This is an optimization exercise on Yosys and OpenROAD, whose aim is small area, a short achievable clock period and few clock cycles per item, not a production implementation. Only simulation tests tie the RTL to the original design; equivalence was not proved. No activity file was given, so power comes from the tool's default toggle rates.

File: flow/standard.sh
#!/bin/bash
# synth_recipe.tcl (not shown) runs the flow's synth.tcl, then flattens the netlist and writes it again
# the make line also repeats each setting of config.mk as NAME=value (left out here)
make -C /OpenROAD-flow-scripts/flow DESIGN_CONFIG=/design/flow/config.mk WORK_HOME=/design/flow/orfs CLKGATE_MAP_FILE= SYNTH_SCRIPT=/design/flow/synth_recipe.tcl "${@:-finish}"
File: flow/flow/run.sh
#!/bin/bash
# The standard layout (standard.sh) with two changes:
#  - synthesis maps with ABC's &nf mapper (nf.script) instead of the ORFS
#    speed script, without 4-input muxes and without half-adder extraction
#    (synth.tcl, otherwise the standard flow's own synth_recipe.tcl);
#  - every port is buffered by sky130_fd_sc_hd__buf_1 instead of the
#    clock-delay buffer buffer_ports picks by default.
# ORFS writes each step's log under orfs/logs/; make's output goes to
# standard.log.
set -euo pipefail
here=$(cd "$(dirname "${BASH_SOURCE[0]}")" && pwd)
export BUFFER_PORTS_ARGS="-buffer_cell sky130_fd_sc_hd__buf_1"
export MY_ABC_SCRIPT="$here/nf.script"
grep -q 'SYNTH_SCRIPT=' standard.sh
sed "s#SYNTH_SCRIPT=[^ ]*#SYNTH_SCRIPT=$here/synth.tcl#" standard.sh > my_standard.sh
grep -q "SYNTH_SCRIPT=$here/synth.tcl" my_standard.sh
bash my_standard.sh > standard.log 2>&1
File: flow/config.mk
export PLATFORM = sky130hd
export DESIGN_NAME = boron_codec
export DESIGN_NICKNAME = boron_codec
export VERILOG_FILES = /design/flow/design.v
export SDC_FILE = /design/flow/constraint.sdc
export NUM_CORES = 4
export LEC_CHECK = 0
export CAP_MARGIN = 20
export CORE_MARGIN = 2
export CORE_UTILIZATION = 40
export PLACE_DENSITY = 0.6
export SETUP_SLACK_MARGIN = 1.9
export SLEW_MARGIN = 20
export SYNTH_HIERARCHICAL = 1
File: flow/flow/nf.script
&get -n
&st
&dch
&nf
&put
topo
stime -c
File: flow/design.v
module question1_c(
            input clk,
            input [63:0] plain_text,
            input [79:0] master_key,
            input rst,
            input start,
            output [63:0] out,
            output reg done);
reg  [63:0] state;
reg  [79:0] key;
reg  [4:0]  rcounter;
reg         fin, seen;
wire [79:0] key_m = {key[66:0], key[79:67]};     
wire [3:0]  key_s;
wire [79:0] next_key = {key_m[79:64], key_m[63:59] ^ rcounter, key_m[58:4], key_s};
wire [63:0] sb;
wire [63:0] next_state;
boron_sbox u_ks (.a(key_m[3:0]), .y(key_s));
genvar i;
generate for (i = 0; i < 16; i = i + 1) begin : g_s
    boron_sbox u_s (.a(state[4*i +: 4]), .y(sb[4*i +: 4]));
end endgenerate
boron_mix u_mix (.t(sb), .k(next_key[63:0]), .o(next_state));
assign out = state;
always @(posedge clk) begin
    if (rst) begin
        state    <= plain_text ^ master_key[63:0];
        key      <= master_key;
        rcounter <= 5'd0;
        fin      <= 1'b0;
        seen     <= 1'b0;
        done     <= 1'b0;
    end else begin
        key      <= next_key;
        rcounter <= rcounter + 5'd1;
        if (!fin)
            state <= next_state;
        if (rcounter == 5'd24)
            fin <= 1'b1;
        seen <= seen | start;
        done <= (fin | (rcounter == 5'd24)) & (seen | start);
    end
end
endmodule
module boron_sbox(input [3:0] a, output [3:0] y);
wire [63:0] tbl = 64'h6358F02DAC971B4E;
assign y = tbl[4*a +: 4];
endmodule
module boron_isbox(input [3:0] a, output [3:0] y);
wire [63:0] tbl = 64'hB086275C4FD1E93A;
assign y = tbl[4*a +: 4];
endmodule
module boron_mix(input [63:0] t, input [63:0] k, output [63:0] o);
wire [15:0] b1 = {t[6:0],   t[15:7]};     
wire [15:0] b2 = {t[19:16], t[31:20]};    
wire [15:0] b3 = {t[32],    t[47:33]};    
wire [15:0] b4 = {t[62:48], t[63]};       
assign o = {b4 ^ b3 ^ b1, b3 ^ b1, b4 ^ b2, b4 ^ b2 ^ b1} ^ k;
endmodule
module decryption(input clk,
                  input start,
                  input [63:0] ciphertext,
                  input [79:0] key_in,
                  output reg done,
                  output [63:0] message);
reg  [63:0] state;
reg  [79:0] key;
reg  [4:0]  rcounter;
reg         sched1, sched2, run;
wire [79:0] kl_m = {key_in[66:0], key_in[79:67]};
wire [3:0]  kl_s;
boron_sbox u_kl (.a(kl_m[3:0]), .y(kl_s));
wire [79:0] key_l = {kl_m[79:64], kl_m[63:59], kl_m[58:4], kl_s};
wire [79:0] key_c [0:12];
assign key_c[0] = key;
genvar i;
generate for (i = 0; i < 12; i = i + 1) begin : g_ks
    localparam [4:0] RA = 1 + i, RB = 13 + i;
    wire [79:0] m = {key_c[i][66:0], key_c[i][79:67]};
    wire [3:0]  s;
    boron_sbox u_s (.a(m[3:0]), .y(s));
    assign key_c[i+1] = {m[79:64], m[63:59] ^ (sched2 ? RB : RA), m[58:4], s};
end endgenerate
wire [3:0]  kf_s;
boron_isbox u_kf (.a(key[3:0]), .y(kf_s));
wire [79:0] kf_m = {key[79:64], key[63:59] ^ rcounter, key[58:4], kf_s};
wire [79:0] key_f = {kf_m[12:0], kf_m[79:13]};
wire [63:0] t, sb;
boron_imix u_mix (.x(state), .t(t));
generate for (i = 0; i < 16; i = i + 1) begin : g_s
    boron_isbox u_s (.a(t[4*i +: 4]), .y(sb[4*i +: 4]));
end endgenerate
wire [63:0] state_r = sb ^ key_f[63:0];
assign message = state;
always @(posedge clk) begin
    if (!start) begin
        key      <= key_l;
        sched1   <= 1'b1;
        sched2   <= 1'b0;
        run      <= 1'b0;
        done     <= 1'b0;
        rcounter <= 5'd24;
    end else begin
        sched1 <= 1'b0;
        sched2 <= sched1;
        key <= (sched1 | sched2) ? key_c[12] : key_f;
        if (sched2) begin
            state <= ciphertext ^ key_c[12][63:0];
            run   <= 1'b1;
        end
        if (run & !done) begin
            state    <= state_r;
            rcounter <= rcounter - 5'd1;
            if (rcounter == 5'd0)
                done <= 1'b1;
        end
    end
end
endmodule
module boron_imix(input [63:0] x, output [63:0] t);
wire [15:0] a1 = x[31:16] ^ x[15:0];
wire [15:0] a2 = x[63:48] ^ x[47:32] ^ x[31:16];
wire [15:0] a3 = x[47:32] ^ x[31:16] ^ x[15:0];
wire [15:0] a4 = x[47:32] ^ x[63:48];
assign t = {{a4[0],    a4[15:1]},      
            {a3[14:0], a3[15]},        
            {a2[11:0], a2[15:12]},     
            {a1[8:0],  a1[15:9]}};     
endmodule
module boron_codec(
    input         clk,
    input         rst,
    input         enc_start,
    input  [63:0] enc_plain,
    input  [79:0] enc_key,
    output [63:0] enc_out,
    output        enc_done,
    input         dec_start,
    input  [63:0] dec_cipher,
    input  [79:0] dec_key,
    output [63:0] dec_out,
    output        dec_done
);
question1_c u_enc (.clk(clk),.plain_text(enc_plain),.master_key(enc_key),.rst(rst),.start(enc_start),.out(enc_out),.done(enc_done));
decryption  u_dec (.clk(clk),.start(dec_start),.ciphertext(dec_cipher),.key_in(dec_key),.done(dec_done),.message(dec_out));
endmodule
File: flow/flow/synth.tcl
proc synth {args} { yosys synth -nofsm -noshare {*}$args }
# Technology mapping: ABC's &nf mapper (area recovery, no buffering) in place
# of the ORFS scripts, without the 4-input muxes, and no half-adder
# extraction; OpenROAD's repair sizes and buffers the critical paths.
proc abc {args} {
  set i [lsearch -exact $args -script]
  if {$i >= 0} { lset args [expr {$i + 1}] $::env(MY_ABC_SCRIPT) }
  foreach c {mux4_1 mux4_2 mux4_4} { lappend args -dont_use sky130_fd_sc_hd__$c }
  yosys abc {*}$args
}
proc extract_fa {args} {}
source $::env(SCRIPTS_DIR)/synth.tcl
# left out here: clear keep_hierarchy, flatten, clean up, hide names made inside functions, write 1_2_yosys.v
File: flow/constraint.sdc
create_clock -name core_clock -period 4.0 [get_ports {clk}]
set_input_delay 0.8000 -clock core_clock [delete_from_list [all_inputs] [get_ports {clk}]]
set_output_delay 0.8000 -clock core_clock [all_outputs]
set_load 0.01 [all_outputs]
==> key figures, run 1 <==
Outcome
  • Outcome: no timing/DRC/antenna violations

Floorplan
  • Die Width: approximately 230 um
  • IO Pins: 422
  • Row count: 82
  • Chip height: 228 um
  • Initial core utilization: 40.3%
  • Core ar.: 0.0499 mm2
  • Die ar.: 0.0520 mm2

Route
  • DRT Wirelength: 74000 um
  • DRC violations left: 0
  • Remaining antenna violation count after routing: 0
  • Initial DRT Pass Iterations: 5
  • Via-to-Cell Ratio: 5.31
  • Vias post-DR: 19000
  • Drt first-iter violations: approximately 1700
  • Avg WL per Cell: roughly 21 um

GRT
  • Antenna violations before repair: 5
  • Number of global-route vias before repair: about 17000
  • First-pass GRT wire length: 106000 um
  • Grt ovf: 0
  • Pin count of the biggest net entering global routing: between 150 and 200
  • GRT Total Usage: 26.8%

Power
  • Pint: 12600 uW
  • LEAKAGE: 0.00992 uW
  • NetSw: 9730 uW
  • Clock share of power: roughly 16%
  • Share of power burned in registers: about 24%
  • Logic pwr share: 59.9%
  • Cell Pwr Density: 846 mW/mm2
  • Switching Fraction: between 40 and 50%
  • VDD IR-drop max: ~0.45 mV

Setup path
  • CP startpoint kind: register
  • Worst r2r path cells: 8
  • Worst Path Required: 3.20 ns
  • Critical path endpoint category: output port
  • Crit path max fanout: 3
  • CP Class: register to output port
  • Worst Path Arrival: about 1.4 ns

Min path
  • HP Class: register to register
  • Hold path depth: 1

Run
  • Max Cap Viol: 0

Synth
  • Ys Warns: 8
  • Cell taking the most area after synthesis: edfxtp_1
  • Synthesized area per cell: 8.95 um2
  • Synth unique cells: 28
  • Post-Synthesis Net Count: between 2000 and 3000
  • Top-area cell type share of the netlist area: 19.1%
  • Sequential fraction of the synthesis area: approximately 37%
  • Synth Cell Area: between 0.02 and 0.025 mm2
  • Top cells by area, synth: edfxtp_1 (19%), dfxtp_1 (18%), xnor2_1 (14%)
  • Flop and latch count out of synthesis: 305
  • Post-Synthesis Cells: between 2000 and 2500

Clock tree
  • TritonCTS Buffers: 38
  • CTS H-tree lvls: 2
  • Clk slew on worst S/H paths: 0.06 ns
  • Clock Tree Root: clkbuf_16
  • # clock sinks: 305
  • Worst-Skew Late Latency: 0.57 ns
  • TritonCTS clock tree: built
  • Clk buf depth: 3

STA
  • Min cycle time layout: about 2.2 ns
  • Final Slew Violations: 0
  • Setup Viol. Count Final: 0
  • Max Clock Freq: about 450 MHz
  • RSZ-0062 raised after global routing: true
  • Slew HR: a little under a third
  • Setup TNS: 0 ns
  • Final setup skew: between 0.02 and 0.03 ns
  • Hold Vio Cnt, Final: 0
  • Actual slew at the worst max-slew pin: 1.02 ns
  • Final worst-path cycle share: 55.3%

Finish
  • Layout Nets: about 3200
  • Design area: 0.0263 mm2
  • Layout cell share with drive strength beyond 1: 15.1%
  • Synth-to-layout area growth: 31.1%

Place
  • Final GP Congestion: between 0.9 and 1
  • Post-Place Cell Area: 0.0227 mm2
  • HPWL Detailed: 54400 um
  • Number of port buffers: roughly 420
==> power by group through the flow <==
| stage | registers (uW) | logic, uW | clock network [uW] |
|---|---|---|---|
| CTS | 5420 | 11800 | 3570 |
| global placement | 5580 | 10700 | 0 |
| global route | 5510 | 14500 | 3670 |
| detailed placement | 5640 | 10800 | 0 |
| finish | 5410 | 13300 | 3540 |
| floorplan | 5390 | 8120 | 0 |
==> cell type report <==
type,instances,area [um2]
clock inverters,12,113
fillers,4699,23500
well taps,672,841
flip-flops and latches,305,7450
multi-input cells,1919,13600
diodes,2,5.00
repair buffers,590,3100
inverters,20,76.3
clock buffers,57,1150
==> what timing repair did <==
item / CTS / global route
endpoints found under the setup margin: 226 / 164
cloned: 1 / 0
resized for setup: 119 / 236
pin swaps: 23 / 62
hold buffers: 0 / 0
setup buffers: 72 / 87
==> worst max-delay path, stage by stage, from the launching register on <==
cell and delay, ns:
edfxtp_1 0.56, buf_6 0.19, buf_6 0.11
==> layer usage <==
layer	global-route usage, %	share of wire (%)
met4	9.66	3.6
met5	0	0.038
met2	42.4	46
met3	5.15	8.1
met1	36.4	42
==> placed cells by master (no fill, tap or decap), drive strengths merged, types with 3 or more instances in the layout <==
cell type | synthesis | layout
xnor2 | 324 | 324
nor2b | 48 | 48
o2bb2ai | 8 | 8
clkbuf | 0 | 65
edfxtp | 128 | 128
xor2 | 233 | 233
mux2 | 110 | 110
or2 | 20 | 20
nor3 | 21 | 21
a21oi | 179 | 179
nand2 | 273 | 273
a31oi | 28 | 28
nand2b | 32 | 32
dfxtp | 177 | 177
clkinv | 20 | 26
clkinvlp | 0 | 3
o21a | 39 | 39
o21ai | 265 | 265
nor2 | 263 | 264
buf | 0 | 581
nand3 | 31 | 31
xor3 | 32 | 32
==> flip-flops by register name, summed over array words and instances (netlist names), 5 cells and up <==
register	cells
u_dec.key	80
u_enc.key	80
u_dec.state	64
u_enc.state	64
u_dec.rcounter	5
u_enc.rcounter	5
==> synthesized netlist by cell type <==
cell type	n
xnor2_1	324
nand2_1	273
o21ai_0	265
nor2_1	263
xor2_1	233
a21oi_1	179
dfxtp_1	177
edfxtp_1	128
mux2_1	110
nor2b_1	48
o21a_1	39
nand2b_1	32
xor3_1	32
nand3_1	31
a31oi_1	28
nor3_1	21
clkinv_1	20
or2_0	20
o2bb2ai_1	8
and2_0	2
and3_1	2
or4_1	2
a211o_1	1
mux2i_1	1
nor4b_1	1
o22ai_1	1
o31ai_1	1
or3_1	1
==> stage by stage <==
stage | util [%] | total power [uW] | setup slack [ns] | cells | hold WS, ns
6_report | 52.8 | 22300 | 1.79 | 3577 | 0.440
5_1_grt | 52.8 | 23700 | 1.75 | 3577 | 0.450
4_1_cts | 49.9 | 20800 | 1.81 | 3488 | 0.429
3_5_place_dp | 45.5 | 16500 | 1.26 | 3346 | 0.425
3_3_place_gp | 45.5 | 16300 | 1.28 | 3346 | 0.413
2_1_floorplan | - | 13500 | 0.849 | 2243 | 0.410
==> kinds of logic after synthesis <==
| kind of cell | count (synthesis) | share of synthesized area, % |
|---|---|---|
| flops | 305 | 36.8 |
| mux | 111 | 6.22 |
| buf+inv | 20 | 0.374 |
| compound gates | 522 | 13.9 |
| simple gates | 696 | 14.7 |
| xor+xnor | 589 | 28.1 |
==> path summary, 6_finish.rpt <==
check / startpoint / end / slack, ns
setup / recovery: u_dec.state[7] / dec_out[7] / 1.79
hold / removal: u_enc.key[65] / u_enc.key[78] / 0.44
setup reg to reg: u_dec.state[7] / u_dec.state[43] / 1.81
hold reg to reg: u_enc.key[65] / u_enc.key[78] / 0.44
==> modules after synthesis, one instance, submodules excluded, excerpt <==
module       cells inside  area [um2]
boron_isbox            17        92.6
boron_sbox             18         110
boron_imix             64        1040
question1_c           447        5850
boron_mix             128        1120
decryption            775        7200
Testbench counts, summed over its fixed seeds: cycles 6,920, items 256.
==> run 2, diff against run 1 <==
--- a/flow/config.mk
+++ b/flow/config.mk
@@ -8,7 +8,7 @@
 export CAP_MARGIN = 20
 export CORE_MARGIN = 2
-export CORE_UTILIZATION = 40
-export PLACE_DENSITY = 0.6
-export SETUP_SLACK_MARGIN = 1.9
+export CORE_UTILIZATION = 60
+export PLACE_DENSITY = 0.72
+export SETUP_SLACK_MARGIN = 1.8
 export SLEW_MARGIN = 20
 export SYNTH_HIERARCHICAL = 1
==> run 2 against run 1 <==
  * Count of clock-buffer cells in the layout shrank 7
  * Register-to-register slack lost 0.12 ns
  * Sequential share of layout area grew 2.4 points
  * Critical endpoint is now u_dec.state[51]
  * Hold slack gained 0.0036 ns
  * Critical path depth grew 3
  * Die area shrank 33%
  * Power shrank 8.4%
  * Sequential power grew 3%
==> key figures, run 2 <==
Floorplan
  • Initial core utilization: 60.4%
  • Die Width: 187 um
  • Row count: 67
  • Die ar.: 0.0350 mm2
  • Chip height: 187 um
  • IO Pins: ~420
  • Core ar.: 0.0333 mm2

Route
  • Drt first-iter violations: around 1500
  • Metal3 WL: 5410 um
  • Avg WL per Cell: approximately 21 um
  • Met2 wire length: 33600 um
  • DRT Wirelength: 67400 um
  • DRC violations left: 0
  • Vias post-DR: 18600
  • Via-to-Cell Ratio: 5.76
  • Top layer in use: met5
  • Remaining antenna violation count after routing: 0
  • Initial DRT Pass Iterations: 5
  • Met1 WL: about 25000 um

Finish
  • Cell Count, Final, Fillers Out: 3226
  • Layout cell share with drive strength beyond 1: 7.38%
  • Top Registers: u_dec.key x80, u_enc.key x80
  • N_diodes: 0
  • Commonest non-fill, non-tap cell in the layout: buf_1
  • Synth-to-layout area growth: 20.7%
  • Design area: 0.0243 mm2
  • Commonest cells after routing, fill and taps aside: buf_1 (417), xnor2_1 (309), nand2_1 (273), nor2_1 (261), o21ai_0 (224)
  • Layout Nets: about 3000

Synth
  • Count leader, synth: xnor2_1
  • Top_reg_cell synth: dfxtp_1
  • Top cells by area, synth: edfxtp_1 (19%), dfxtp_1 (18%), xnor2_1 (14%)
  • Post-Synthesis Cells: 2243
  • Post-Synthesis Net Count: 2535
  • Flop and latch count out of synthesis: 305
  • Synth async-reset ratio: 0%
  • Synth unique cells: 28
  • Post-synth EDFFs: 128
  • Synth Cell Area: 0.0201 mm2
  • Cell taking the most area after synthesis: edfxtp_1
  • Sequential fraction of the synthesis area: a little under two fifths
  • Commonest cells in the netlist: xnor2_1 (324), nand2_1 (273), o21ai_0 (265)
  • Ys Warns: 8
  • Top-area cell type share of the netlist area: a little under a fifth
  • Synthesized area per cell: 8.95 um2

STA
  • Min cycle time layout: 2.31 ns
  • Final Slew Violations: 0
  • Setup Viol. Count Final: 0
  • Final setup skew: approximately 0.016 ns
  • RSZ-0062 raised after global routing: true
  • Setup TNS: 0 ns
  • Slew HR: 37.6%
  • Worst hold margin: ~0.44 ns
  • Final worst-path cycle share: 57.8%
  • Max Clock Freq: roughly 430 MHz
  • Hold Vio Cnt, Final: 0
  • Actual slew at the worst max-slew pin: 0.936 ns

Min path
  • Hold path depth: 1
  • HP Class: register to register

Setup path
  • CP Class: register to register
  • Worst Path Arrival: 2.55 ns
  • Crit path max fanout: 8
  • Worst Path Required: 4.24 ns
  • CP startpoint kind: register
  • Worst r2r path cells: 5
  • Critical path endpoint category: register

Power
  • Cell Pwr Density: between 800 and 900 mW/mm2
  • LEAKAGE: 0.00896 uW
  • VDD IR-drop max: 0.635 mV

GRT
  • Pin count of the biggest net entering global routing: 113
  • First-pass GRT wire length: 98800 um
  • GRT Total Usage: a little under two fifths
  • Antenna violations before repair: 1
  • Number of global-route vias before repair: 17400
  • Grt ovf: 0

Place
  • Final GP Congestion: 0.992
  • HPWL Detailed: about 51000 um
  • Number of port buffers: 421
  • Post-Place Cell Area: 0.0224 mm2
  • Cells after DPL: 3127

Clock tree
  • TritonCTS Buffers: 35
  • TritonCTS clock tree: built
  • Clk slew on worst S/H paths: 0.06 ns
  • Worst-Skew Late Latency: ~0.53 ns
  • Clock Tree Root: clkbuf_16
  • Clk buf depth: 3
  • # clock sinks: 305
  • CTS H-tree lvls: 2

Run
  • Max Cap Viol: 0

Outcome
  • Outcome: no timing/DRC/antenna violations
[run 2: cell counts after synthesis]
Identical to the previous run, type by type.
[run 2: metal layers]
metal / global-route usage (%) / up-vias
met5: 0 / -
li1: - / 8702
met4: 17.9 / 2
met2: 65.9 / 948
met3: 5.76 / 197
met1: 42.5 / 8720
[run 2: critical path, stage by stage, from the launching register on]
cell and delay [ns]:
dfxtp_1 0.53, xnor2_1 0.20, a21oi_1 0.10, o21ai_0 0.53, xnor2_1 0.15, o21ai_0 0.53
[run 2: Yosys stat by module, one instance, submodules excluded, a selection]
module	area (um2)	times used	cells inside	flops+latches
question1_c	5850	1	447	152
boron_sbox	110	30	18	0
decryption	7200	1	775	153
boron_mix	1120	1	128	0
boron_isbox	92.6	17	17	0
boron_imix	1040	1	64	0
[run 2: final cells by class]
| type | instances | area, um2 |
|---|---|---|
| clock inverter | 14 | 109 |
| timing repair buffer | 470 | 2000 |
| fill | 2696 | 9030 |
| tap | 448 | 561 |
| clock buffer | 50 | 1030 |
| inverter | 20 | 76.3 |
| multi-input combinational | 1919 | 13000 |
| sequential | 305 | 7440 |
[run 2: cells by family after synthesis]
kind of cell	Yosys count	synth area share, %
and+or+nand+nor	696	14.7
DFF	305	36.8
muxes	111	6.22
buffers and inverters	20	0.374
xor gates and xnor gates	589	28.1
AOI/OAI and AO/OA	522	13.9
[run 2: power by group]
group	internal [uW]	total, uW	switching, uW
sequential	4300	5570	1280
clock	1880	3220	1340
combinational	5130	11600	6510
total	11300	20400	9120
[run 2: repair_timing]
item / in CTS / in global routing
cloned: 0 / 1
endpoints found under the setup margin: 56 / 97
pin swaps: 1 / 16
resized for setup: 44 / 97
hold buffers: 0 / 0
setup buffers: 3 / 31
[run 2: final timing paths]
| path | slack, ns | startpoint | end |
|---|---|---|---|
| max | 1.69 | u_dec.key[55] | u_dec.state[51] |
| min | 0.44 | u_enc.key[63] | u_enc.key[76] |
| max reg2reg | 1.69 | u_dec.key[55] | u_dec.state[51] |
| min reg2reg | 0.44 | u_enc.key[63] | u_enc.key[76] |
[run 2: through the flow]
stage / util [%] / setup slack [ns] / power [uW]
global placement: 67.4 / 1.46 / 16200
global route: 72.9 / 1.73 / 21700
finish: 72.9 / 1.69 / 20400
floorplan: - / 0.849 / 13500
detailed placement: 67.4 / 1.39 / 16400
CTS: 71.2 / 1.80 / 19900
==> run 3, diff against run 2 <==
--- a/flow/design.v
+++ b/flow/design.v
@@ -68,4 +68,5 @@
 reg  [4:0]  rcounter;
 reg         sched1, sched2, run;
+reg         hi, ksched;
 wire [79:0] kl_m = {key_in[66:0], key_in[79:67]};
 wire [3:0]  kl_s;
@@ -80,5 +81,5 @@
     wire [3:0]  s;
     boron_sbox u_s (.a(m[3:0]), .y(s));
-    assign key_c[i+1] = {m[79:64], m[63:59] ^ (sched2 ? RB : RA), m[58:4], s};
+    assign key_c[i+1] = {m[79:64], m[63:59] ^ (hi ? RB : RA), m[58:4], s};
 end endgenerate
 wire [3:0]  kf_s;
@@ -98,4 +99,6 @@
         sched1   <= 1'b1;
         sched2   <= 1'b0;
+        hi       <= 1'b0;
+        ksched   <= 1'b1;
         run      <= 1'b0;
         done     <= 1'b0;
@@ -104,5 +107,7 @@
         sched1 <= 1'b0;
         sched2 <= sched1;
-        key <= (sched1 | sched2) ? key_c[12] : key_f;
+        hi     <= hi | sched1;
+        ksched <= sched1;
+        key <= ksched ? key_c[12] : key_f;
         if (sched2) begin
             state <= ciphertext ^ key_c[12][63:0];
==> run 3 against run 2 <==
  * Maximum frequency rose by 3.5%
  * Core utilization grew 0.81 points
  * Power rose by 3.0%
  * Highest routed layer is now met4
==> key figures, run 3 <==
Outcome
  • Outcome: no timing/DRC/antenna violations

Clock tree
  • Clock Tree Root: clkbuf_16
  • # clock sinks: 307
  • Hold buffers post-CTS: 0
  • CTS H-tree lvls: 2
  • Worst-Skew Late Latency: 0.52 ns
  • TritonCTS Buffers: 35
  • Clk buf depth: 3
  • Clk slew on worst S/H paths: 0.06 ns
  • TritonCTS clock tree: built

Synth
  • Synth unique cells: 32
  • Top cells by area, synth: edfxtp_1 (19%), dfxtp_1 (18%), xnor2_1 (14%)
  • Commonest cells in the netlist: xnor2_1 (325), o21ai_0 (266), nor2_1 (256)
  • Post-synth EDFFs: 128
  • Synth async-reset ratio: 0%
  • Synthesized area per cell: 9.03 um2
  • Ys Warns: 8
  • Sequential fraction of the synthesis area: 36.6%
  • Flop and latch count out of synthesis: 307
  • Top_reg_cell synth: dfxtp_1
  • Synth Cell Area: 0.0203 mm2
  • Top-area cell type share of the netlist area: 18.9%
  • Post-Synthesis Net Count: 2539
  • Count leader, synth: xnor2_1
  • Cell taking the most area after synthesis: edfxtp_1
  • Post-Synthesis Cells: 2247

Setup path
  • Critical path endpoint category: register
  • CP max stage delay: 0.54 ns
  • Worst Path Required: ~4.2 ns
  • Crit path max fanout: 4
  • CP startpoint kind: register
  • Buf/Inv on CP: 1
  • Critical-path cell list: xor3_2, buf_6, nor3_1, o21ai_0, o21ai_0, xor2_1, nand2_1, o21ai_0
  • Worst Path Arrival: 2.47 ns
  • Cell seen most often among critical-path stages: o21ai_0
  • CP Class: register to register
  • Crit-path slowest cell: xor3_2
  • Cell family with most CP delay: XOR/XNOR gates
  • Register-to-Register Setup Slack: roughly 1.8 ns

STA
  • Hold Vio Cnt, Final: 0
  • RSZ-0062 raised after global routing: true
  • Actual slew at the worst max-slew pin: 0.862 ns
  • Min cycle time layout: 2.23 ns
  • Final Slew Violations: 0
  • Slew HR: 42.5%
  • Max Clock Freq: 448 MHz
  • Setup Viol. Count Final: 0
  • Worst hold margin: 0.435 ns
  • Setup TNS: 0 ns
  • Final worst-path cycle share: a little under three fifths
  • Final setup skew: around 0.016 ns

Floorplan
  • Core ar.: 0.0334 mm2
  • Chip height: 188 um
  • Die ar.: 0.0353 mm2
  • Die Width: 188 um
  • IO Pins: 422
  • Initial core utilization: between 60% and 70%
  • Row count: 67

Place
  • Final GP Congestion: 0.956
  • Cells after DPL: approximately 3100
  • HPWL Detailed: 49600 um
  • Number of port buffers: 421

Route
  • Via-to-Cell Ratio: between 5 and 6
  • DRC violations left: 0
  • Drt first-iter violations: 1817
  • DRT Wirelength: 65700 um
  • Vias post-DR: roughly 18000
  • Remaining antenna violation count after routing: 0
  • Avg WL per Cell: 20.3 um
  • Initial DRT Pass Iterations: 6

Finish
  • Synth-to-layout area growth: 21.4%
  • Commonest cells after routing, fill and taps aside: buf_1 (419), xnor2_1 (306), nor2_1 (255), nand2_1 (249), o21ai_0 (217)
  • Layout cell share with drive strength beyond 1: 8.41%
  • Commonest non-fill, non-tap cell in the layout: buf_1
  • Layout Nets: 3060
  • Cell Count, Final, Fillers Out: 3245
  • Fill cells: 2681
  • Top Registers: u_dec.key x80, u_enc.key x80

GRT
  • First-pass GRT wire length: 96300 um
  • Number of global-route vias before repair: 16900
  • GRT Total Usage: 35.6%
  • Antenna violations before repair: 3
  • Grt ovf: 0
  • Pin count of the biggest net entering global routing: roughly 160

Min path
  • HP Class: register to register

Power
  • Cell Pwr Density: about 850 mW/mm2
  • VDD IR-drop max: roughly 0.5 mV
  • LEAKAGE: 0.00915 uW

Run
  • Max Cap Viol: 0
==> run 3: logic make-up (layout without fill, tap and decap cells) <==
logic type      count (synthesis)  count (layout)  synth area share, %
compound gates                481             481                 12.9
xor+xnor                      590             590                 27.8
buf+inv                        28             575                0.518
flops                         307             307                 36.6
mux                           111             111                 6.15
other cells                     0               3                    0
simple gates                  730             730                 16.0
==> run 3: routing by layer <==
| metal | vias up | routed length [um] | track usage, % | share of wire (%) |
|---|---|---|---|---|
| met3 | 135 | 5870 | 4.90 | 8.9 |
| li1 | 8735 | - | - | - |
| met5 | - | 0 | 0 | 0 |
| met1 | 8744 | 28300 | 51.5 | 43 |
| met2 | 881 | 29000 | 54.3 | 44 |
| met4 | 0 | 2510 | 13.6 | 3.8 |
==> run 3: Yosys stat by module (local to each module, per instance), excerpt <==
module | cell area (um2) | cells | copies in the design | flops+latches
question1_c | 5850 | 447 | 1 | 152
boron_imix | 1040 | 64 | 1 | 0
boron_isbox | 92.6 | 17 | 17 | 0
boron_sbox | 110 | 18 | 30 | 0
decryption | 7410 | 779 | 1 | 155
boron_mix | 1120 | 128 | 1 | 0
==> run 3: cell type report <==
type / instances / area (um2) / share of cell area [%]
clock inverters: 11 / 88.8 / 0.360
multi-input cells: 1912 / 13200 / 53.7
well taps: 448 / 561 / 2.27
inverters: 28 / 105 / 0.426
repair buffers: 484 / 2110 / 8.57
clock buffers: 52 / 1070 / 4.36
diodes: 3 / 7.51 / 0.0305
flip-flops and latches: 307 / 7470 / 30.3
==> run 3: path summary, 6_finish.rpt <==
kind	from	endpoint	cells past startpoint
setup / recovery	u_dec.state[26]	u_dec.state[31]	8
hold / removal	u_enc.key[56]	u_enc.key[69]	1
setup reg to reg	u_dec.state[26]	u_dec.state[31]	8
hold reg to reg	u_enc.key[56]	u_enc.key[69]	1
==> run 3: through the flow <==
stage | cell area [um2] | utilization (%) | worst slack, ns | power [uW]
final | 24600 | 73.7 | 1.77 | 21000
after global routing | 24600 | 73.7 | 1.66 | 22400
after CTS | 23900 | 71.4 | 1.80 | 20200
after detailed placement | 22600 | 67.6 | 1.54 | 16800
after global placement | 22600 | 67.6 | 1.58 | 16500
after floorplan | 20300 | - | 0.878 | 13800
==> run 3: power by group <==
| part | switching [uW] | internal, uW | leakage, uW |
|---|---|---|---|
| clock network | 1340 | 1930 | 0.000580 |
| logic | 6690 | 5400 | 0.00581 |
| registers | 1330 | 4350 | 0.00277 |
| total | 9370 | 11700 | 0.00915 |
==> run 3: what timing repair did <==
action                                  CTS  global route
gates resized for setup                  38           128
endpoints found under the hold margin     0             0
buffers inserted                          2            50
endpoints found under the setup margin   47            95
pin swaps                                 0            21
Testbench counts of run 3, summed over its fixed seeds: cycles 6,920, items 256.
==> run 4, diff against run 3 <==
--- a/flow/config.mk
+++ b/flow/config.mk
@@ -9,4 +9,5 @@
 export CORE_MARGIN = 2
 export CORE_UTILIZATION = 60
+export GPL_ROUTABILITY_DRIVEN = 0
 export PLACE_DENSITY = 0.72
 export SETUP_SLACK_MARGIN = 1.8
==> run 4 against run 3 <==
  * Critical path depth is 6 lower
  * Cell area is 0.22% lower
  * Global-route usage is 0.47 points lower
  * Clock power is 3% higher
  * Count of clock-buffer cells in the layout is 2 higher
  * First-iteration DRC count is 4.7% higher
  * Register-to-register slack better by 0.06 ns
  * Critical path type is now register to output port
  * Critical endpoint is now dec_out[24]
==> key figures, run 4 <==
GRT
  • First-pass GRT wire length: 95100 um
  • Met2 GRT Util: 52.6%
  • GR Util met3: roughly 6.3%
  • Number of global-route vias before repair: 16900
  • Antenna violations before repair: 5
  • Busiest grt layer: met2
  • Pin count of the biggest net entering global routing: 159
  • M1 GR Usage: 50.5%
  • Grt ovf: 0
  • GRT Total Usage: between 30% and 40%

STA
  • Slew HR: 46.6%
  • Final Slew Violations: 0
  • Hold Vio Cnt, Final: 0
  • Actual slew at the worst max-slew pin: 0.801 ns
  • RSZ-0062 raised after global routing: true
  • Final worst-path cycle share: 55.2%
  • Max Clock Freq: 453 MHz
  • Setup TNS: 0 ns
  • Min cycle time layout: 2.21 ns
  • Setup Viol. Count Final: 0
  • Final setup skew: ~0.015 ns
  • Worst hold margin: 0.434 ns

Outcome
  • Outcome: no timing/DRC/antenna violations

Setup path
  • Worst Path Arrival: 1.41 ns
  • CP Class: register to output port
  • Critical path endpoint category: output port
  • Critical-path cell list: buf_4, buf_1
  • Worst Path Required: 3.20 ns
  • CP startpoint kind: register
  • CP max stage delay: 0.55 ns
  • Crit-path slowest cell: edfxtp_1
  • Crit path max fanout: 4

Synth
  • Synth Cell Area: between 0.02 and 0.025 mm2
  • Flop and latch count out of synthesis: ~300
  • Commonest cells in the netlist: xnor2_1 (325), o21ai_0 (266), nor2_1 (256)
  • Top cells by area, synth: edfxtp_1 (19%), dfxtp_1 (18%), xnor2_1 (14%)
  • Count leader, synth: xnor2_1
  • Synth async-reset ratio: 0%
  • Ys Warns: 8
  • Post-synth EDFFs: 128
  • Sequential fraction of the synthesis area: 36.6%
  • Post-Synthesis Cells: 2247
  • Top-area cell type share of the netlist area: 18.9%
  • Post-Synthesis Net Count: 2539
  • Top_reg_cell synth: dfxtp_1
  • Synthesized area per cell: 9.03 um2
  • Cell taking the most area after synthesis: edfxtp_1
  • Synth unique cells: 32

Floorplan
  • Chip height: 188 um
  • Row count: 67
  • Die ar.: 0.0353 mm2
  • Core ar.: 0.0334 mm2
  • Initial core utilization: 60.7%
  • Die Width: 188 um
  • IO Pins: about 420

Finish
  • Finished Core Util: 73.5%
  • Combined area of the multi-input logic cells: 0.0132 mm2
  • Layout Nets: approximately 3100
  • Fill cells: 2597
  • Commonest non-fill, non-tap cell in the layout: buf_1
  • Top Registers: u_dec.key x80, u_enc.key x80
  • Commonest cells after routing, fill and taps aside: buf_1 (419), xnor2_1 (303), nor2_1 (254), nand2_1 (249), o21ai_0 (235)
  • Register area: 0.00747 mm2
  • Layout cell share with drive strength beyond 1: 7.40%
  • Synth-to-layout area growth: 21.2%

Route
  • Initial DRT Pass Iterations: 6
  • Drt first-iter violations: 1903
  • Vias post-DR: 18400
  • Remaining antenna violation count after routing: 0
  • Avg WL per Cell: 20.1 um
  • DRC violations left: 0
  • DRT Wirelength: 64900 um
  • Via-to-Cell Ratio: 5.70

Place
  • Number of port buffers: between 400 and 500
  • HPWL Detailed: 48700 um

Clock tree
  • TritonCTS clock tree: built
  • Worst-Skew Late Latency: 0.53 ns
  • Clock Tree Root: clkbuf_16
  • TritonCTS Buffers: 36
  • Clk slew on worst S/H paths: 0.06 ns
  • # clock sinks: 307
  • CTS H-tree lvls: 2
  • Clk buf depth: 3

Power
  • LEAKAGE: 0.00911 uW
  • VDD IR-drop max: 0.464 mV
  • Cell Pwr Density: approximately 860 mW/mm2

Run
  • Max Cap Viol: 0

Min path
  • HP Class: register to register
run 4: cell counts after synthesis:
Identical to the previous run, type by type.
run 4: layout make-up:
type / instances / share of cell area (%)
Multi-Input combinational cell: 1912 / 53.6
Sequential cell: 307 / 30.4
Timing Repair Buffer: 473 / 8.35
Clock buffer: 54 / 4.66
Tap cell: 448 / 2.28
Inverter: 28 / 0.427
Clock inverter: 10 / 0.244
Antenna cell: 5 / 0.0509
run 4: what timing repair did:
| item | in CTS | in global routing |
|---|---|---|
| setup endpoints to repair | 36 | 95 |
| pin swaps | 0 | 16 |
| buffers inserted | 0 | 41 |
| gates resized for setup | 23 | 107 |
| hold buffers | 0 | 0 |
run 4: worst max-delay path: cells and delay by family, from the launching register on:
family	cells	cell delay, ns
flops	1	0.55
buf+inv	2	0.33
run 4: per-stage QoR:
stage / cell area [um2] / power (uW) / setup slack [ns] / cells
final: 24600 / 21100 / 1.79 / 3237
after CTS: 23900 / 20300 / 1.79 / 3191
after floorplan: 20300 / 13800 / 0.878 / 2247
after global routing: 24600 / 22400 / 1.75 / 3237
after global placement: 22600 / 16400 / 1.73 / 3127
after detailed placement: 22600 / 16700 / 1.52 / 3127
run 4: per-layer routing:
metal,vias to the layer above,part of all wire (%),routed length [um]
met4,0,4.2,2710
met2,969,43,28100
li1,8731,-,-
met5,-,0,0
met1,8586,43,27700
met3,160,9.9,6420
run 4: per-module statistics from Yosys (local to each module, per instance), a selection:
| module | cells | copies in the design |
|---|---|---|
| boron_imix | 64 | 1 |
| boron_isbox | 17 | 17 |
| boron_mix | 128 | 1 |
| boron_sbox | 18 | 30 |
| decryption | 779 | 1 |
| question1_c | 447 | 1 |
run 4: cell families (layout without fill, tap and decap cells):
group / after synthesis / in the layout / share of synthesized area (%)
simple gates: 730 / 730 / 16.0
xor+xnor: 590 / 590 / 27.8
compound gates: 481 / 481 / 12.9
flops: 307 / 307 / 36.6
mux: 111 / 111 / 6.15
buf+inv: 28 / 565 / 0.518
other cells: 0 / 5 / 0
run 4: final timing paths:
check	start	to	slack [ns]	cells after the start
hold / removal	u_enc.key[62]	u_enc.key[75]	0.43	1
setup reg to reg	u_dec.state[29]	u_dec.state[6]	1.83	7
hold reg to reg	u_enc.key[62]	u_enc.key[75]	0.43	1
setup / recovery	u_dec.state[24]	dec_out[24]	1.79	2
run 4: power breakdown:
group          switching [uW]  total [uW]  internal, uW
clock network            1370        3360          1980
logic                    6680       12100          5450
registers                1300        5640          4350
==> run 5, diff against run 4 <==
--- a/flow/config.mk
+++ b/flow/config.mk
@@ -11,5 +11,5 @@
 export GPL_ROUTABILITY_DRIVEN = 0
 export PLACE_DENSITY = 0.72
-export SETUP_SLACK_MARGIN = 1.8
+export SETUP_SLACK_MARGIN = 1.75
 export SLEW_MARGIN = 20
 export SYNTH_HIERARCHICAL = 1
==> run 5 against run 4 <==
  * Routed wire length shrank 0.66%
  * Maximum frequency shrank 1.1%
  * Critical path depth grew 4
  * Flip-flop and latch count is the same
  * Core utilization shrank 1.0 points
  * Final cell count shrank 0.74%
  * Highest routed layer unchanged
  * Die area is the same
  * Power shrank 1.6%
  * Clock power is essentially flat
  * Still clean
  * Synthesized cell count is the same
  * Count of clock-buffer cells in the layout is the same
  * Cell area shrank 1.4%
  * Critical endpoint is now u_dec.state[29]
==> key figures, run 5 <==
STA
  • Slew HR: 46.0%
  • RSZ-0062 raised after global routing: true
  • Setup TNS: 0 ns
  • Max Clock Freq: 448 MHz
  • Final setup skew: 0.0188 ns
  • Actual slew at the worst max-slew pin: around 0.81 ns
  • Hold Vio Cnt, Final: 0
  • Min cycle time layout: roughly 2.2 ns
  • Setup Viol. Count Final: 0
  • Final worst-path cycle share: 55.8%
  • Final Slew Violations: 0
  • Final setup margin: 1.77 ns

Finish
  • Commonest cells after routing, fill and taps aside: buf_1 (419), xnor2_1 (310), nor2_1 (255), nand2_1 (248), o21ai_0 (241)
  • Finished Core Util: 72.5%
  • Fill cells: 2647
  • Layout cell share with drive strength beyond 1: 5.65%
  • Top Registers: u_dec.key x80, u_enc.key x80
  • Synth-to-layout area growth: 19.5%
  • Layout Nets: 3026
  • Commonest non-fill, non-tap cell in the layout: buf_1
  • Design area: between 0.02 and 0.025 mm2

Clock tree
  • Clk slew on worst S/H paths: 0.06 ns
  • Clock Tree Root: clkbuf_16
  • TritonCTS clock tree: built
  • Worst-Skew Late Latency: around 0.53 ns
  • Hold buffers post-CTS: 0
  • CTS H-tree lvls: 2
  • TritonCTS Buffers: 36
  • # clock sinks: 307
  • Clk buf depth: 3

Floorplan
  • Initial core utilization: around three fifths
  • Chip height: 188 um
  • Core ar.: 0.0334 mm2
  • Die Width: roughly 190 um
  • Die ar.: approximately 0.035 mm2
  • IO Pins: around 420
  • Row count: 67

Route
  • DRC violations left: 0
  • DRT Wirelength: 64500 um
  • Avg WL per Cell: 20.1 um
  • Initial DRT Pass Iterations: 6
  • Vias post-DR: 18300
  • Via-to-Cell Ratio: 5.71
  • Remaining antenna violation count after routing: 0
  • Drt first-iter violations: 1863

Power
  • Cell Pwr Density: between 800 and 900 mW/mm2
  • VDD IR-drop max: ~0.46 mV
  • LEAKAGE: 0.00892 uW

Setup path
  • CP startpoint kind: register
  • Critical-path cell list: xor3_2, o21ai_0, xnor2_1, xor2_1, nand2_1, o21ai_0
  • Critical path endpoint category: register
  • CP Class: register to register
  • Crit-path slowest cell: xor3_2
  • CP max stage delay: 0.59 ns
  • Crit path max fanout: 6
  • Worst Path Required: 4.27 ns
  • Worst Path Arrival: about 2.5 ns
  • Cell seen most often among critical-path stages: o21ai_0

Place
  • Number of port buffers: 421
  • HPWL Detailed: slightly below 50000 um
  • Post-Place Cell Area: about 0.023 mm2
  • Place WS: 1.52 ns

Synth
  • Top_reg_cell synth: dfxtp_1
  • Top cells by area, synth: edfxtp_1 (19%), dfxtp_1 (18%), xnor2_1 (14%)
  • Synth async-reset ratio: 0%
  • Ys Warns: 8
  • Post-Synthesis Net Count: 2539
  • Cell taking the most area after synthesis: edfxtp_1
  • Synth unique cells: 32
  • Synthesized area per cell: 9.03 um2
  • Post-synth EDFFs: 128
  • Sequential fraction of the synthesis area: 36.6%
  • Post-Synthesis Cells: 2247
  • Top-area cell type share of the netlist area: a little under a fifth
  • Flop and latch count out of synthesis: 307
  • Count leader, synth: xnor2_1
  • Synth Cell Area: 0.0203 mm2
  • Commonest cells in the netlist: xnor2_1 (325), o21ai_0 (266), nor2_1 (256)

Min path
  • HP Class: register to register

GRT
  • Grt ovf: 0
  • Busiest grt layer: met2
  • M1 GR Usage: 50.6%
  • First-pass GRT wire length: 95100 um
  • Met2 GRT Util: 52.6%
  • Number of global-route vias before repair: 16900
  • GR Util met3: 6.20%
  • GRT Total Usage: 35.2%
  • Pin count of the biggest net entering global routing: 159
  • Antenna violations before repair: 6

Outcome
  • Outcome: no timing/DRC/antenna violations

Run
  • Max Cap Viol: 0
==> run 5: cell counts after synthesis <==
No cell type changed its count.
==> run 5: timing repair <==
| action | in CTS | in global routing |
|---|---|---|
| gates resized for setup | 10 | 78 |
| setup endpoints to repair | 24 | 73 |
| cloned | 0 | 0 |
| buffers inserted | 0 | 17 |
| pin swaps | 0 | 8 |
==> run 5: per-module statistics from Yosys (local to each module, per instance), a selection <==
module       cell area [um2]  cells inside  copies in the design
boron_imix              1040            64                     1
boron_isbox             92.6            17                    17
boron_mix               1120           128                     1
boron_sbox               110            18                    30
decryption              7410           779                     1
question1_c             5850           447                     1
==> run 5: worst max-delay path: cells and delay by family (launching register included) <==
kind,cells,cell delay [ns]
flip-flops,1,0.56
XOR/XNOR,3,0.89
AO/OA/AOI/OAI,2,0.35
AND/OR/NAND/NOR,1,0.15
==> run 5: per-layer routing <==
metal,vias up,routed length [um]
met4,0,2560
met3,136,6540
li1,8673,-
met1,8591,27400
met5,-,0
met2,947,28100
==> run 5: final timing paths <==
| check | slack (ns) | from | to | cells after the start |
|---|---|---|---|---|
| hold / removal | 0.44 | u_enc.key[52] | u_enc.key[65] | 1 |
| setup / recovery | 1.77 | u_dec.state[24] | u_dec.state[29] | 6 |
| hold reg to reg | 0.44 | u_enc.key[52] | u_enc.key[65] | 1 |
| setup reg to reg | 1.77 | u_dec.state[24] | u_dec.state[29] | 6 |
==> run 5: final cells by class <==
class	count	area (um2)	share of cell area (%)
inverter	28	105	0.434
clock inverter	10	60.1	0.248
timing repair buffer	449	1870	7.73
sequential	307	7450	30.7
clock buffer	54	1140	4.72
multi-input combinational	1912	13000	53.8
antenna	5	12.5	0.0516
tap	448	561	2.31
==> run 5: logic make-up after synthesis <==
group	Yosys count	share of synthesized area, %
XOR/XNOR	590	27.8
buffers and inverters	28	0.518
multiplexers	111	6.15
AO/OA/AOI/OAI	481	12.9
AND/OR/NAND/NOR	730	16.0
flip-flops	307	36.6
==> run 5: report_power, final <==
part	switching, uW	total, uW	internal [uW]
registers	1300	5650	4340
logic	6560	11800	5240
clock network	1360	3350	1980
total	9220	20800	11600
==> run 5: stage by stage <==
stage          total power (uW)  instances  hold WS (ns)
2_1_floorplan             13800       2247         0.410
3_3_place_gp              16400       3127         0.414
3_5_place_dp              16700       3127         0.422
4_1_cts                   20200       3191         0.436
5_1_grt                   22100       3213         0.441
6_report                  20800       3213         0.437
==> run 6, diff against run 5 <==
--- a/flow/config.mk
+++ b/flow/config.mk
@@ -11,5 +11,5 @@
 export GPL_ROUTABILITY_DRIVEN = 0
 export PLACE_DENSITY = 0.72
-export SETUP_SLACK_MARGIN = 1.75
+export SETUP_SLACK_MARGIN = 1.9
 export SLEW_MARGIN = 20
 export SYNTH_HIERARCHICAL = 1
==> run 6 against run 5 <==
  * Routed wire length grew 2.1%
  * Count of clock-buffer cells in the layout grew 5
  * Combinational power grew 8%
  * Via count grew 1.7%
  * Synthesized area is the same
  * Critical path depth grew 2
  * Sequential share of layout area shrank 1.3 points
  * Largest cell class unchanged
  * Highest routed layer unchanged
==> key figures, run 6 <==
Place
  • Number of port buffers: 421
  • HPWL Detailed: around 48000 um
  • Place WS: 1.56 ns

Setup path
  • Critical-path cell list: buf_4, xor3_2, or2_0, o21ai_1, xnor2_1, xor2_1, nand2_1, o21ai_1
  • Buf/Inv on CP: 1
  • Cell family with most CP delay: XOR/XNOR gates
  • Cell seen most often among critical-path stages: o21ai_1
  • Critical path endpoint category: register
  • Crit-path slowest cell: xor3_2
  • Register-to-Register Setup Slack: 1.79 ns
  • Crit path max fanout: 6
  • CP max stage delay: 0.47 ns
  • Worst Path Arrival: approximately 2.5 ns
  • CP Class: register to register
  • Worst Path Required: roughly 4.3 ns
  • CP startpoint kind: register

Clock tree
  • Hold buffers post-CTS: 0
  • Clock Tree Root: clkbuf_16
  • Clk buf depth: 3
  • TritonCTS clock tree: built
  • TritonCTS Buffers: 37
  • # clock sinks: 307
  • Clk slew on worst S/H paths: 0.06 ns
  • Worst-Skew Late Latency: 0.53 ns
  • CTS H-tree lvls: 2

Synth
  • Sequential fraction of the synthesis area: a little over a third
  • Synth async-reset ratio: 0%
  • Top_reg_cell synth: dfxtp_1
  • Post-Synthesis Cells: 2247
  • Synth unique cells: 32
  • Commonest cells in the netlist: xnor2_1 (325), o21ai_0 (266), nor2_1 (256)
  • Cell taking the most area after synthesis: edfxtp_1
  • Ys Warns: 8
  • Top cells by area, synth: edfxtp_1 (19%), dfxtp_1 (18%), xnor2_1 (14%)
  • Count leader, synth: xnor2_1
  • Synth Cell Area: 0.0203 mm2
  • Top-area cell type share of the netlist area: 18.9%
  • Synthesized area per cell: 9.03 um2
  • Post-Synthesis Net Count: 2539
  • Post-synth EDFFs: 128
  • Flop and latch count out of synthesis: 307

STA
  • Slew HR: roughly a third
  • Actual slew at the worst max-slew pin: 1.02 ns
  • Final setup margin: roughly 1.8 ns
  • Final worst-path cycle share: 55.2%
  • Worst hold margin: 0.434 ns
  • Max Clock Freq: 453 MHz
  • Final Slew Violations: 0
  • Setup Viol. Count Final: 0
  • Min cycle time layout: 2.21 ns
  • Hold Vio Cnt, Final: 0
  • Setup TNS: 0 ns
  • RSZ-0062 raised after global routing: true
  • Final setup skew: 0.0219 ns

Floorplan
  • IO Pins: between 400 and 500
  • Die Width: 188 um
  • Core ar.: 0.0334 mm2
  • Initial core utilization: 60.7%
  • Die ar.: 0.0353 mm2
  • Row count: 67
  • Chip height: 188 um

Route
  • DRC violations left: 0
  • DRT Wirelength: 65900 um
  • Avg WL per Cell: 20.1 um
  • Via-to-Cell Ratio: 5.69
  • Initial DRT Pass Iterations: 6
  • Drt first-iter violations: 1853
  • Remaining antenna violation count after routing: 0
  • Vias post-DR: between 15000 and 20000

Min path
  • HP Class: register to register

Power
  • VDD IR-drop max: 0.615 mV
  • LEAKAGE: ~0.0095 uW
  • Total power: about 22000 uW
  • Cell Pwr Density: 866 mW/mm2

Finish
  • Top Registers: u_dec.key x80, u_enc.key x80
  • Commonest non-fill, non-tap cell in the layout: buf_1
  • Synth-to-layout area growth: 25.2%
  • Layout Nets: between 3000 and 4000
  • Layout cell share with drive strength beyond 1: 11.7%
  • Commonest cells after routing, fill and taps aside: buf_1 (411), xnor2_1 (292), nor2_1 (254), nand2_1 (243), xor2_1 (201)

GRT
  • Antenna violations before repair: 6
  • Pin count of the biggest net entering global routing: between 150 and 200
  • Grt ovf: 0
  • Number of global-route vias before repair: between 15000 and 20000
  • First-pass GRT wire length: about 95000 um
  • GRT Total Usage: 35.0%

Run
  • Max Cap Viol: 0

Outcome
  • Outcome: no timing/DRC/antenna violations
## run 6: cell counts after synthesis
Identical to the previous run, type by type.
## run 6: power breakdown
group	switching, uW	internal (uW)	leakage [uW]	total (uW)
clock	1370	2140	0.000641	3510
sequential	1300	4350	0.00277	5650
combinational	7000	5840	0.00612	12800
## run 6: layout make-up
| cell class | count | area [um2] |
|---|---|---|
| timing repair buffer | 511 | 2380 |
| multi-input combinational | 1912 | 13600 |
| sequential | 307 | 7480 |
| inverter | 28 | 105 |
| fill | 2488 | 8040 |
| antenna | 7 | 17.5 |
| clock inverter | 9 | 81.3 |
| tap | 448 | 561 |
| clock buffer | 59 | 1200 |
## run 6: per-stage QoR
stage          util, %  instances  cell area (um2)
2_1_floorplan        -       2247            20300
3_3_place_gp      67.5       3128            22600
3_5_place_dp      67.5       3128            22600
4_1_cts           72.2       3208            24200
5_1_grt           76.0       3280            25400
6_report          76.0       3281            25400
## run 6: what timing repair did
| item | CTS | global route |
|---|---|---|
| setup buffers | 12 | 66 |
| resized for setup | 75 | 209 |
| gates cloned | 0 | 0 |
| setup endpoints to repair | 79 | 147 |
| pin swaps | 7 | 54 |
## run 6: worst paths after layout
| path | from | end | cells past startpoint |
|---|---|---|---|
| max | u_dec.state[26] | u_dec.state[29] | 8 |
| min | u_enc.key[53] | u_enc.key[66] | 1 |
| max reg2reg | u_dec.state[26] | u_dec.state[29] | 8 |
| min reg2reg | u_enc.key[53] | u_enc.key[66] | 1 |
## run 6: cell families after synthesis
logic type	Yosys count	share of synthesized area, %
buffers and inverters	28	0.518
muxes	111	6.15
AOI/OAI and AO/OA	481	12.9
and+or+nand+nor	730	16.0
xor gates and xnor gates	590	27.8
DFF	307	36.6
## run 6: metal layers
metal / track usage [%] / wire length (um) / vias to the layer above
met5: 0 / 0 / -
met4: 13.3 / 2480 / 0
met3: 7.75 / 6640 / 142
met2: 51.8 / 28700 / 978
met1: 50.0 / 28100 / 8748
li1: - / - / 8795
## run 6: worst reg2reg max path, delay by kind of cell (launching register included)
kind | cells | cell delay (ns)
buffers and inverters | 1 | 0.18
and+or+nand+nor | 2 | 0.42
xor gates and xnor gates | 3 | 0.73
DFF | 1 | 0.40
AOI/OAI and AO/OA | 2 | 0.21
## run 6: Yosys stat by module, one instance, submodules excluded, excerpt
| module | times used | area (um2) | cells | flip-flops and latches |
|---|---|---|---|---|
| boron_imix | 1 | 1040 | 64 | 0 |
| boron_isbox | 17 | 92.6 | 17 | 0 |
| boron_mix | 1 | 1120 | 128 | 0 |
| boron_sbox | 30 | 110 | 18 | 0 |
| decryption | 1 | 7410 | 779 | 155 |
| question1_c | 1 | 5850 | 447 | 152 |
==> run 7, diff against run 6 <==
--- a/flow/config.mk
+++ b/flow/config.mk
@@ -8,8 +8,7 @@
 export CAP_MARGIN = 20
 export CORE_MARGIN = 2
-export CORE_UTILIZATION = 60
-export GPL_ROUTABILITY_DRIVEN = 0
-export PLACE_DENSITY = 0.72
-export SETUP_SLACK_MARGIN = 1.9
+export CORE_UTILIZATION = 55
+export PLACE_DENSITY = 0.68
+export SETUP_SLACK_MARGIN = 1.85
 export SLEW_MARGIN = 20
 export SYNTH_HIERARCHICAL = 1
==> run 7 against run 6 <==
  * Largest cell class unchanged
  * Hold slack worse by 0.00050 ns
  * Global-route usage is 2.6 points lower
  * Via count is 1.1% lower
  * Combinational power hardly changed
  * Register-to-register slack better by 0.04 ns
  * Die area is 8.9% higher
==> key figures, run 7 <==
Outcome
  • Outcome: no timing/DRC/antenna violations

Synth
  • Count leader, synth: xnor2_1
  • Synth unique cells: 32
  • Top cells by area, synth: edfxtp_1 (19%), dfxtp_1 (18%), xnor2_1 (14%)
  • Commonest cells in the netlist: xnor2_1 (325), o21ai_0 (266), nor2_1 (256)
  • Post-Synthesis Cells: roughly 2200
  • Synth Cell Area: 0.0203 mm2
  • Synth async-reset ratio: 0%
  • Top_reg_cell synth: dfxtp_1
  • Flop and latch count out of synthesis: 307
  • Cell taking the most area after synthesis: edfxtp_1
  • Ys Warns: 8
  • Synthesized area per cell: between 9 and 10 um2
  • Post-synth EDFFs: 128
  • Sequential fraction of the synthesis area: 36.6%
  • Top-area cell type share of the netlist area: a little under a fifth
  • Post-Synthesis Net Count: between 2000 and 3000

Route
  • DRC violations left: 0
  • Avg WL per Cell: 20.0 um
  • Drt first-iter violations: about 1600
  • Via-to-Cell Ratio: approximately 5.6
  • DRT Wirelength: 66100 um
  • Vias post-DR: between 15000 and 20000
  • Remaining antenna violation count after routing: 0
  • Initial DRT Pass Iterations: 7

Floorplan
  • Die ar.: 0.0384 mm2
  • Core ar.: around 0.036 mm2
  • IO Pins: 422
  • Row count: 70
  • Initial core utilization: between 50 and 60%
  • Chip height: 196 um
  • Die Width: around 200 um

Clock tree
  • TritonCTS Buffers: 38
  • TritonCTS clock tree: built
  • Clk slew on worst S/H paths: 0.06 ns
  • CTS H-tree lvls: 2
  • Worst-Skew Late Latency: 0.53 ns
  • Clk buf depth: 3
  • # clock sinks: 307
  • Clock Tree Root: clkbuf_16

Setup path
  • R2r startpoint: u_dec.state[28]
  • Critical-path cell list: buf_4, buf_1
  • CP max stage delay: 0.51 ns
  • CP startpoint kind: register
  • Crit path max fanout: 4
  • CP Class: register to output port
  • Worst Path Required: around 3.2 ns
  • Register-to-Register Setup Slack: 1.83 ns
  • Critical path endpoint category: output port
  • Worst r2r dst: u_dec.state[19]
  • Worst Path Arrival: ~1.4 ns
  • Worst r2r path cells: 7
  • Crit-path slowest cell: edfxtp_1

Finish
  • Commonest cells after routing, fill and taps aside: buf_1 (419), xnor2_1 (302), nor2_1 (255), nand2_1 (248), xor2_1 (204)
  • Commonest non-fill, non-tap cell in the layout: buf_1
  • Top Registers: u_dec.key x80, u_enc.key x80
  • Register area: 0.00749 mm2
  • Synth-to-layout area growth: 24.3%
  • Fill cells: 3034
  • Layout cell share with drive strength beyond 1: 10.6%
  • Layout Nets: 3096
  • Combined area of the multi-input logic cells: ~0.013 mm2

Run
  • Max Cap Viol: 0

STA
  • Final Slew Violations: 0
  • Hold Vio Cnt, Final: 0
  • Final worst-path cycle share: 54.4%
  • Actual slew at the worst max-slew pin: between 0.9 and 1 ns
  • Slew HR: between 30% and 40%
  • Min cycle time layout: 2.18 ns
  • Final setup skew: 0.0239 ns
  • Setup Viol. Count Final: 0
  • RSZ-0062 raised after global routing: true
  • Final setup margin: 1.82 ns
  • Worst hold margin: 0.434 ns
  • Max Clock Freq: 459 MHz
  • Setup TNS: 0 ns

Power
  • Pint: 12100 uW
  • NetSw: 9530 uW
  • Clock share of power: ~16%
  • Share of power burned in registers: approximately a quarter
  • Logic pwr share: 57.7%
  • Cell Pwr Density: about 860 mW/mm2
  • Switching Fraction: 44.0%
  • LEAKAGE: 0.00942 uW
  • VDD IR-drop max: between 0.5 and 0.6 mV

GRT
  • GRT Total Usage: 32.4%
  • First-pass GRT wire length: 94100 um
  • Grt ovf: 0
  • Pin count of the biggest net entering global routing: 159
  • Number of global-route vias before repair: 16400
  • Antenna violations before repair: 2

Min path
  • WHS Endpoint: u_enc.key[66]
  • HP Class: register to register
  • Hold path depth: 1
  • Hold Startpoint: u_enc.key[53]

Place
  • Number of port buffers: 421
  • Final GP Congestion: approximately 0.95
  • HPWL Detailed: 49100 um
  • Place WS: between 1 and 1.5 ns
run 7: changes by cell type in the layout (fill, tap and decap cells not counted), sizes merged:
cell	delta
buf	+8
clkinv	+7
nor2b	+1
inv	-3
clkinvlp	+1
nor2	+1
bufinv	+2
diode	-6
clkbuf	-10
run 7: kinds of logic (layout without fill, tap and decap cells):
kind of cell	after synthesis	in the layout	share of synthesized area (%)
XOR/XNOR	590	590	27.8
multiplexers	111	111	6.15
other	0	1	0
AO/OA/AOI/OAI	481	481	12.9
AND/OR/NAND/NOR	730	732	16.0
buffers and inverters	28	612	0.518
flip-flops	307	307	36.6
run 7: stage by stage:
step                util (%)  total power, uW  cell area (um2)  cells
CTS                     66.3            20600            24100   3231
global route            69.2            23000            25200   3302
finish                  69.2            21700            25200   3302
floorplan                  -            13800            20300   2247
detailed placement      62.1            16800            22600   3147
global placement        62.1            16500            22600   3147
run 7: worst max path at each step:
stage,slack [ns],startpoint,endpoint,cells past startpoint
after floorplan,0.88,u_dec.run,u_dec.state[0],3
after global placement,1.11,dec_start,u_dec.state[24],4
after detailed placement,1.12,dec_start,u_dec.state[27],4
after CTS,1.78,u_dec.state[56],u_dec.state[29],7
after global routing,1.65,u_dec.state[16],u_dec.state[22],7
final,1.82,u_dec.state[28],dec_out[28],2
run 7: modules after synthesis (local to each module, per instance), a selection:
module       flip-flops and latches  area [um2]  copies in the design
boron_sbox                        0         110                    30
decryption                      155        7410                     1
boron_mix                         0        1120                     1
question1_c                     152        5850                     1
boron_isbox                       0        92.6                    17
boron_imix                        0        1040                     1
run 7: final cells by class:
cell class	count	share of cell area, %
diodes	1	0.00992
clock buffers	53	4.36
clock inverters	16	0.645
inverters	28	0.417
multi-input cells	1914	53.2
flip-flops and latches	307	29.7
well taps	468	2.32
repair buffers	515	9.37
run 7: critical path: cells and delay by family, from the launching register on:
kind / cells / cell delay, ns
flops: 1 / 0.51
buf+inv: 2 / 0.33
run 7: power by group through the flow:
| stage | Sequential (uW) | Clock (uW) | Combinational (uW) |
|---|---|---|---|
| after detailed placement | 5670 | 0 | 11100 |
| after global placement | 5620 | 0 | 10900 |
| after floorplan | 5480 | 0 | 8330 |
| after CTS | 5620 | 3530 | 11400 |
| final | 5650 | 3510 | 12500 |
| after global routing | 5770 | 3670 | 13600 |
run 7: per-layer routing:
metal | GRT usage, % | wire, um
met1 | 48.4 | 29800
met2 | 46.7 | 28400
met3 | 6.22 | 5810
met4 | 11.3 | 2030
met5 | 0 | 13
run 7: what timing repair did:
item | in CTS | in global routing
resized for setup | 58 | 171
cloned | 2 | 0
endpoints found under the setup margin | 112 | 115
pin swaps | 2 | 56
hold buffers | 0 | 0
buffers inserted | 13 | 70
==> run 8, diff against run 7 <==
--- a/flow/config.mk
+++ b/flow/config.mk
@@ -8,7 +8,8 @@
 export CAP_MARGIN = 20
 export CORE_MARGIN = 2
-export CORE_UTILIZATION = 55
-export PLACE_DENSITY = 0.68
-export SETUP_SLACK_MARGIN = 1.85
+export CORE_UTILIZATION = 65
+export GPL_ROUTABILITY_DRIVEN = 0
+export PLACE_DENSITY = 0.75
+export SETUP_SLACK_MARGIN = 1.8
 export SLEW_MARGIN = 20
 export SYNTH_HIERARCHICAL = 1
==> run 8 against run 7 <==
  * First-iteration DRC count up 25%
  * Final cell count down 3.4%
  * Maximum frequency down 1.3%
  * Power down 1.7%
  * Routed wire length down 0.78%
  * Clock power down 2%
  * Setup slack worse by 0.028 ns
  * Flip-flop and latch count unchanged
  * Non-clock buffer count down 41
  * Synthesized area unchanged
  * Combinational power down 3%
  * Die area down 15%
  * Critical path type is now register to register
  * Critical endpoint is now u_enc.state[51]
==> key figures, run 8 <==
Outcome
  • Outcome: no timing/DRC/antenna violations

Clock tree
  • Clk buf depth: 3
  • Hold buffers post-CTS: 0
  • Clk slew on worst S/H paths: 0.06 ns
  • # clock sinks: 307
  • Worst-Skew Late Latency: 0.53 ns
  • Clock Tree Root: clkbuf_16
  • TritonCTS clock tree: built
  • TritonCTS Buffers: 37
  • CTS H-tree lvls: 2

Route
  • Avg WL per Cell: 20.6 um
  • Drt first-iter violations: 2028
  • DRC violations left: 0
  • Vias post-DR: ~19000
  • Via-to-Cell Ratio: 5.95
  • Initial DRT Pass Iterations: 6
  • DRT Wirelength: about 66000 um
  • Remaining antenna violation count after routing: 0

Synth
  • Cell taking the most area after synthesis: edfxtp_1
  • Synth Cell Area: 0.0203 mm2
  • Top-area cell type share of the netlist area: 18.9%
  • Ys Warns: 8
  • Synthesized area per cell: 9.03 um2
  • Post-synth EDFFs: approximately 130
  • Top cells by area, synth: edfxtp_1 (19%), dfxtp_1 (18%), xnor2_1 (14%)
  • Count leader, synth: xnor2_1
  • Synth unique cells: 32
  • Sequential fraction of the synthesis area: 36.6%
  • Synth async-reset ratio: 0%
  • Post-Synthesis Cells: around 2200
  • Flop and latch count out of synthesis: 307
  • Top_reg_cell synth: dfxtp_1
  • Post-Synthesis Net Count: 2539
  • Commonest cells in the netlist: xnor2_1 (325), o21ai_0 (266), nor2_1 (256)

GRT
  • First-pass GRT wire length: approximately 96000 um
  • Number of global-route vias before repair: 17100
  • GRT Total Usage: 37.8%
  • Grt ovf: 0
  • Antenna violations before repair: 2
  • Pin count of the biggest net entering global routing: 147

STA
  • RSZ-0062 raised after global routing: true
  • Setup Viol. Count Final: 0
  • Slew HR: 39.6%
  • Actual slew at the worst max-slew pin: 0.906 ns
  • Min cycle time layout: around 2.2 ns
  • Final Slew Violations: 0
  • Setup TNS: 0 ns
  • Final worst-path cycle share: 55.1%
  • Final setup skew: 0.0193 ns
  • Hold Vio Cnt, Final: 0
  • Max Clock Freq: 454 MHz

Setup path
  • Critical path origin: u_enc.state[37]
  • Crit-path slowest cell: edfxtp_1
  • Critical-path cell list: xor2_1, xnor2_1, xor2_2, xnor2_1, nor2_1, a21oi_1
  • CP Class: register to register
  • Crit path max fanout: 7
  • Worst Path Required: about 4.3 ns
  • Cell seen most often among critical-path stages: xnor2_1
  • Critical path endpoint category: register
  • CP startpoint kind: register
  • Worst Path Arrival: 2.45 ns
  • R2r startpoint: u_enc.state[37]
  • CP max stage delay: between 0.5 and 0.6 ns

Floorplan
  • Row count: 64
  • Die ar.: 0.0326 mm2
  • IO Pins: between 400 and 500
  • Die Width: 181 um
  • Chip height: roughly 180 um
  • Initial core utilization: about two thirds
  • Core ar.: 0.0307 mm2

Min path
  • HP Class: register to register
  • Hold Startpoint: u_enc.key[51]

Finish
  • Synth-to-layout area growth: 20.8%
  • Commonest cells after routing, fill and taps aside: buf_1 (419), xnor2_1 (303), nor2_1 (255), nand2_1 (249), o21ai_0 (226)
  • Commonest non-fill, non-tap cell in the layout: buf_1
  • Top Registers: u_dec.key x80, u_enc.key x80
  • Layout cell share with drive strength beyond 1: 7.63%
  • Cell Count, Final, Fillers Out: 3189
  • Layout Nets: 3053
  • Fill cells: between 2000 and 2500

Power
  • VDD IR-drop max: 0.672 mV
  • Cell Pwr Density: 868 mW/mm2
  • LEAKAGE: 0.00914 uW

Place
  • Cells after DPL: roughly 3000
  • HPWL Detailed: 48300 um
  • Number of port buffers: 421

Run
  • Max Cap Viol: 0
==> run 8: final timing paths <==
path                           to  slack (ns)  cells past startpoint
hold reg to reg     u_enc.key[64]        0.43                      1
setup reg to reg  u_enc.state[51]        1.80                      6
setup / recovery  u_enc.state[51]        1.80                      6
hold / removal      u_enc.key[64]        0.43                      1
==> run 8: per-layer routing <==
layer / part of all wire, % / GRT usage, %
met1: 40 / 53.8
met2: 45 / 58.6
met3: 11 / 6.19
met4: 3.4 / 12.6
met5: 0 / 0
==> run 8: final cells by class <==
class	count	area (um2)	area share, %
antenna	3	7.51	0.0306
clock buffer	56	1160	4.72
clock inverter	12	90.1	0.367
inverter	28	105	0.429
multi-input combinational	1913	13100	53.6
sequential	307	7480	30.5
tap	396	495	2.02
timing repair buffer	474	2050	8.37
==> run 8: repair_timing <==
action | CTS | global route
setup endpoints to repair | 70 | 95
buffers inserted | 0 | 41
gates resized for setup | 40 | 101
gates cloned | 1 | 0
pin swaps | 2 | 27
==> run 8: worst max-delay path: cells and delay by family, from the launching register on <==
family | cells | cell delay (ns)
and+or+nand+nor | 1 | 0.13
DFF | 1 | 0.53
AOI/OAI and AO/OA | 1 | 0.05
xor gates and xnor gates | 4 | 1.21
==> run 8: cells by family (layout without fill, tap and decap cells) <==
group | Yosys count | in the layout | synth area share [%]
multiplexers | 111 | 111 | 6.15
buffers and inverters | 28 | 570 | 0.518
flip-flops | 307 | 307 | 36.6
XOR/XNOR | 590 | 590 | 27.8
AND/OR/NAND/NOR | 730 | 731 | 16.0
other | 0 | 3 | 0
AO/OA/AOI/OAI | 481 | 481 | 12.9
==> run 8: metrics by stage <==
stage | setup WS, ns | utilization (%) | instance area (um2) | power [uW] | hold WS [ns]
global placement | 1.25 | 73.5 | 22500 | 16400 | 0.416
finish | 1.80 | 79.9 | 24500 | 21300 | 0.433
global route | 1.68 | 79.9 | 24500 | 22500 | 0.447
detailed placement | 1.23 | 73.5 | 22500 | 16700 | 0.426
CTS | 1.76 | 77.9 | 23900 | 20500 | 0.439
floorplan | 0.878 | - | 20300 | 13800 | 0.410
==> run 8: power by group <==
group	total [uW]	internal [uW]	switching [uW]
clock	3450	2070	1380
combinational	12100	5360	6780
sequential	5690	4350	1340
total	21300	11800	9510
==> run 8: per-module statistics from Yosys (local to each module, per instance), a selection <==
module	cells	area, um2	times used
boron_isbox	17	92.6	17
boron_imix	64	1040	1
question1_c	447	5850	1
decryption	779	7410	1
boron_mix	128	1120	1
boron_sbox	18	110	30

Check on run 8: ideal ports give 1.796 ns setup slack; a clkbuf_16 on the clock port and buf_2 on the inputs give 1.757 ns; moving port delays by the midpoint clock arrival (0.577 ns) as well gives 1.568 ns.
